Background: an optimization exercise with open tools, aiming at small area, a short achievable clock period and few clock cycles per item. Do not read the settings as production practice. In this exercise RTL edits were held to simulation tests only and were not proved equivalent to the original.

==> flow/design.v (outline; a module is shown in full before it is edited, if it fits) <==
// module karatsuba64: 12516 lines
// module k64_fa: 4 lines
// module k64_ha: 4 lines
// module k64_benc: 5 lines
// module k64_bsel: 7 lines
// module k64_pfx_n: 7 lines
// module k64_pfx_p: 7 lines
// module k64_gry_n: 6 lines
// module k64_gry_p: 6 lines
module karatsuba64 (
    input  logic         clk,
    input  logic         rst,
    input  logic         start,
    input  logic [63:0]  A,
    input  logic [63:0]  B,
    output logic [127:0] P,
    output logic         valid_out
);
  // ...
==> flow/flow/run.sh <==
#!/bin/bash
# The standard layout (the standard.sh), with two changes to how it is
# made: the port buffers are buf_2 cells instead of the flow's default pick
# (a slow delay buffer), and timing repair aims 7.5 ns below the clock period
# (the SDC and its period are unchanged).
set -euo pipefail
bash standard.sh "BUFFER_PORTS_ARGS=-buffer_cell sky130_fd_sc_hd__buf_2" SETUP_SLACK_MARGIN=7.5 finish > standard.log 2>&1
==> flow/standard.sh <==
#!/bin/bash
# synth_recipe.tcl (not shown) runs the flow's synth.tcl, then flattens the netlist and writes it again
# the make line also repeats each setting of config.mk as NAME=value (left out here)
make -C /OpenROAD-flow-scripts/flow DESIGN_CONFIG=/design/flow/config.mk WORK_HOME=/design/flow/orfs CLKGATE_MAP_FILE= SYNTH_SCRIPT=/design/flow/synth_recipe.tcl "${@:-finish}"
==> flow/config.mk <==
export PLATFORM = sky130hd
export DESIGN_NAME = karatsuba64
export DESIGN_NICKNAME = karatsuba64
export VERILOG_FILES = /design/flow/design.v
export SDC_FILE = /design/flow/constraint.sdc
export NUM_CORES = 4
export LEC_CHECK = 0
export CAP_MARGIN = 20
export CORE_MARGIN = 2
export CORE_UTILIZATION = 40
export SLEW_MARGIN = 20
export SYNTH_HIERARCHICAL = 1
export SYNTH_MINIMUM_KEEP_SIZE = 0
==> flow/constraint.sdc <==
create_clock -name core_clock -period 14.0 [get_ports {clk}]
set_input_delay 2.8000 -clock core_clock [delete_from_list [all_inputs] [get_ports {clk}]]
set_output_delay 2.8000 -clock core_clock [all_outputs]
set_load 0.01 [all_outputs]
==> key figures, run 1 <==
Placed design
  • Placed Cells incl. Taps: 12800
  • Placed Area: 107000 µm²

Finish
  • Area Growth Syn to Fin: 34.9%
  • Seq_cells: 381
  • Layout cell share with drive strength beyond 1: 35.3%
  • Largest register FFs: 380
  • Non-clk invs: 65
  • Fraction of area in multi-input gates: 76.4%
  • Area of the multi-input gates: 104000 µm²
  • Top class by area: multi-input gates

Clock network
  • TritonCTS clock tree: built
  • Total CTS buffers: 52
  • CTS clock-pin slew for the worst setup and hold paths: 0.06 ns
  • Post-CTS setup buffer count: 568

Detailed routing
  • Uppermost layer routed: met5
  • Metal3 WL: 88400 µm
  • Via Count: 96700
  • WL met2: 232000 µm

STA
  • Fmax: 150 MHz
  • Max transition margin: 27.9%
  • Setup ws final: 7.32 ns
  • Unrepaired setup endpoints after global routing: yes
  • Fin Setup TNS: 0 ns
  • Crit path time final: 6.68 ns
  • Final setup viols: 0

Floorplanning
  • Starting utilization of the core area: 40.1%
  • TAP cells: 3348
  • Core Rows: 184
  • IO Count: 260

Setup path
  • CP top delay family: adder cells
  • WP data arrival: 7.32 ns

Status
  • Status: timing/DRC/antenna clean

Global route
  • Vias in the first global route: 97600
  • Total GRT Usage: 42.2%
  • Initial antenna violation count: 25

Synthesis
  • Post-Synthesis Cells: 9562
  • Mapped cell area: 101000 µm²
Testbench counts, summed over its fixed seeds: cycles 1,200, items 1,200.
==> run 2: changes to the inputs <==
==> flow/flow/run.sh (replaced) <==
#!/bin/bash
# The standard layout (the standard.sh), with two changes to how it is
# made: the port buffers are buf_2 cells instead of the flow's default pick
# (a slow delay buffer), and timing repair aims 7 ns below the clock period
# (the SDC and its period are unchanged).
set -euo pipefail
bash standard.sh "BUFFER_PORTS_ARGS=-buffer_cell sky130_fd_sc_hd__buf_2" SETUP_SLACK_MARGIN=7.0 finish > standard.log 2>&1
--- a/flow/config.mk
+++ b/flow/config.mk
@@ -7,7 +7,7 @@
 export LEC_CHECK = 0
 export CAP_MARGIN = 20
 export CORE_MARGIN = 2
-export CORE_UTILIZATION = 40
+export CORE_UTILIZATION = 55
 export SLEW_MARGIN = 20
 export SYNTH_HIERARCHICAL = 1
 export SYNTH_MINIMUM_KEEP_SIZE = 0
==> run 2 against run 1 <==
Area after synthesis is the same; first-iteration DRC count shrank 13%; via count shrank 6.8%; die area shrank 27%; final cell count shrank 12%; non-clock buffer count shrank 707; clock-buffer cell count shrank 2; hold slack lost 0.0017 ns; critical endpoint is now P[61]; highest routed layer unchanged.
==> key figures, run 2 <==
Clock network
  • TritonCTS clock tree: built
  • Total CTS buffers: 50 (-3.8%)
  • CTS root buf: clkbuf_16
  • H-Tree Depth: 2
  • Hold_buf cts: 0
  • CTS max path bufs: 3
  • Clock Sinks: 381
  • CTS clock-pin slew for the worst setup and hold paths: 0.06 ns (about the same)

Finish
  • Post-Layout Cell Count: 12200
  • Top flop regs: st x380, valid_out x1
  • Filler instances: 15100
  • Largest register FFs: 380 (unchanged)
  • Largest Register: st
  • # nets final: 12100
  • Layout cell share with drive strength beyond 1: 15.6% (-20 points)
  • Most frequent cells in the layout: xnor2_1, a22oi_1, fa_1
  • Commonest non-fill, non-tap cell in the layout: xnor2_1
  • Area Growth Syn to Fin: 12.2%

Setup path
  • CP peak stage delay: 0.73 ns
  • CP endpoint kind: output port
  • CP Cell Sequence: fa_1, ha_1, nand2_1, nor2_2, nand2_1, nor2_1, nand2_1, o21ai_4, xor2_2, buf_2
  • Most used cell along the critical path: nand2_1
  • Crit path required time: 11.20 ns
  • Type of origin of the critical path: register
  • Crit-path max FO: 4
  • Slowest-stage cell, CP: xor2_2
  • Kind of critical path: register to output port
  • WP data arrival: 4.52 ns (-2.80 ns)

Synthesis
  • Post-Synthesis Cells: 9562 (unchanged)
  • Mapped cell area: 101000 µm² (unchanged)
  • Average size of a mapped cell: 10.5 µm²
  • YS warnings: 7

STA
  • Final Max Tran Viols: 0
  • Slew @ Worst Pin: 1.35 ns
  • Crit path time final: 7.32 ns (+0.638 ns)
  • Fmax: 137 MHz (-8.7%)
  • Final setup viols: 0 (unchanged)
  • Max transition margin: 9.93% (-18 points)
  • Unrepaired setup endpoints after global routing: yes
  • Fin crit share: 52.3%
  • Hold Fails Final Rpt: 0
  • Setup ws final: 6.68 ns (-0.638 ns)
  • Fin Setup TNS: 0 ns (unchanged)

Placed design
  • Dpl ws: 5.38 ns
  • Placed Cells incl. Taps: 11900 (-7.2%)
  • Port-buffer cells: 259
  • GPL Wtd Cong: 1.06
  • HPWL after detailed placement: 351000 µm

Detailed routing
  • Drt total wl: 487000 µm
  • DR pass1 iterations: 9
  • Routed vias/inst: 7.37
  • Via Count: 90000 (-6.8%)
  • DRC errors left: 0
  • Antenna violation net count after detailed routing: 0
  • Starting DRC count in detailed routing: 14300
  • DR WL/cell: 39.8 µm

Hold path
  • Hold Path Class: input port to asynchronous set/reset pin

Floorplanning
  • Starting utilization of the core area: 55.5% (+15 points)
  • Core Rows: 156 (-15%)
  • DIE WIDTH: 432 µm
  • Core area: 181000 µm²
  • Die area: 186000 µm²
  • Die Y: 432 µm
  • IO Count: 260 (unchanged)

Job
  • MaxCap Viol Count: 0

Global route
  • Overflow after GRT: 0
  • Initial antenna violation count: 20 (-20%)
  • Total GRT Usage: 50.9% (+8.7 points)
  • Vias in the first global route: 91900 (-5.8%)
  • First-pass GRT wire length: 679000 µm
  • Largest net degree at the start of global routing: 66

Status
  • Status: timing/DRC/antenna clean
## run 2: changes by cell type in the layout (fill, tap and decap cells not counted), sizes merged
cell      before  now
clkinvlp       5    3
bufbuf        70    7
o22ai        146  137
clkbuf        89   97
buf         1325  671
bufinv        10    5
xor2         187  178
inv           72   67
diode         10   12
clkinv        12   19
## run 2: final cells by class
cell class | count | area (µm²) | share of cell area [%]
clock inverter | 29 | 383 | 0.339
antenna | 12 | 30.0 | 0.0266
tap | 2370 | 2970 | 2.63
multi-input combinational | 8592 | 93000 | 82.4
inverter | 65 | 244 | 0.216
clock buffer | 61 | 1340 | 1.19
timing repair buffer | 714 | 7260 | 6.43
sequential | 381 | 7630 | 6.76
## run 2: metal layers
metal / vias to the layer above / share of wire (%) / GRT usage [%]
met5: - / 0.067 / 1.07
li1: 34000 / - / -
met3: 2198 / 15 / 19.2
met4: 14 / 10 / 38.9
met1: 45400 / 34 / 61.7
met2: 8452 / 41 / 73.1
## run 2: timing repair
item | in CTS | in global routing
endpoints found under the hold margin | 0 | 0
gates resized for setup | 443 | 312
setup endpoints to repair | 345 | 226
pin swaps | 54 | 50
buffers inserted | 111 | 71
cloned | 20 | 15
## run 2: final timing paths
kind / startpoint / endpoint / slack, ns / cells after the start
setup / recovery: st[146] / P[61] / 6.68 / 10
max in group asynchronous: rst / valid_out / 11.99 / 2
min in group core_clock: start / valid_out / 2.20 / 1
hold / removal: rst / valid_out / 1.92 / 2
## run 2: through the flow
stage | cell area, µm² | util, % | hold slack, ns
2_1_floorplan | 101000 | - | 2.53
3_5_place_dp | 104000 | 57.4 | 2.64
5_1_grt | 113000 | 62.2 | 1.92
4_1_cts | 110000 | 60.8 | 1.90
3_3_place_gp | 104000 | 57.4 | 2.63
6_report | 113000 | 62.2 | 1.92
## run 2: critical path, delay by kind of cell (launching register included)
kind	cells	cell delay (ns)
buffers and inverters	1	0.27
and+or+nand+nor	5	1.12
xor gates and xnor gates	1	0.73
DFF	1	0.32
adders and majority gates	2	1.03
AOI/OAI and AO/OA	1	0.29

## afterwards: timing with drivers on the ports
The results above use ideal ports. As a check the final layouts listed here were re-extracted and re-timed, cells and wires unchanged. Step 1 assumes that a clkbuf_16 drives the clock port and a buf_2 every other input. Step 2 moves the port delays by t, midway between the first and last clock arrival at a register: inputs arrive t later, outputs are due t later. That takes back most of the time a late clock gives input paths. Slacks: ideal ports / drivers / drivers and shift; pairs: ideal ports / drivers.
run | t, ns | setup slack, ns | worst register clock-pin slew, ns
run 1 | 0.794 | 7.316 / 7.042 / 6.247 | 0.08 / 0.08
run 2 | 0.783 | 6.678 / 6.589 / 6.004 | 0.08 / 0.08
After both steps setup and hold are still met in every run listed. The setup slack of run 1, which loses most, moves by -0.274 ns with the drivers and by -1.069 ns with both steps.
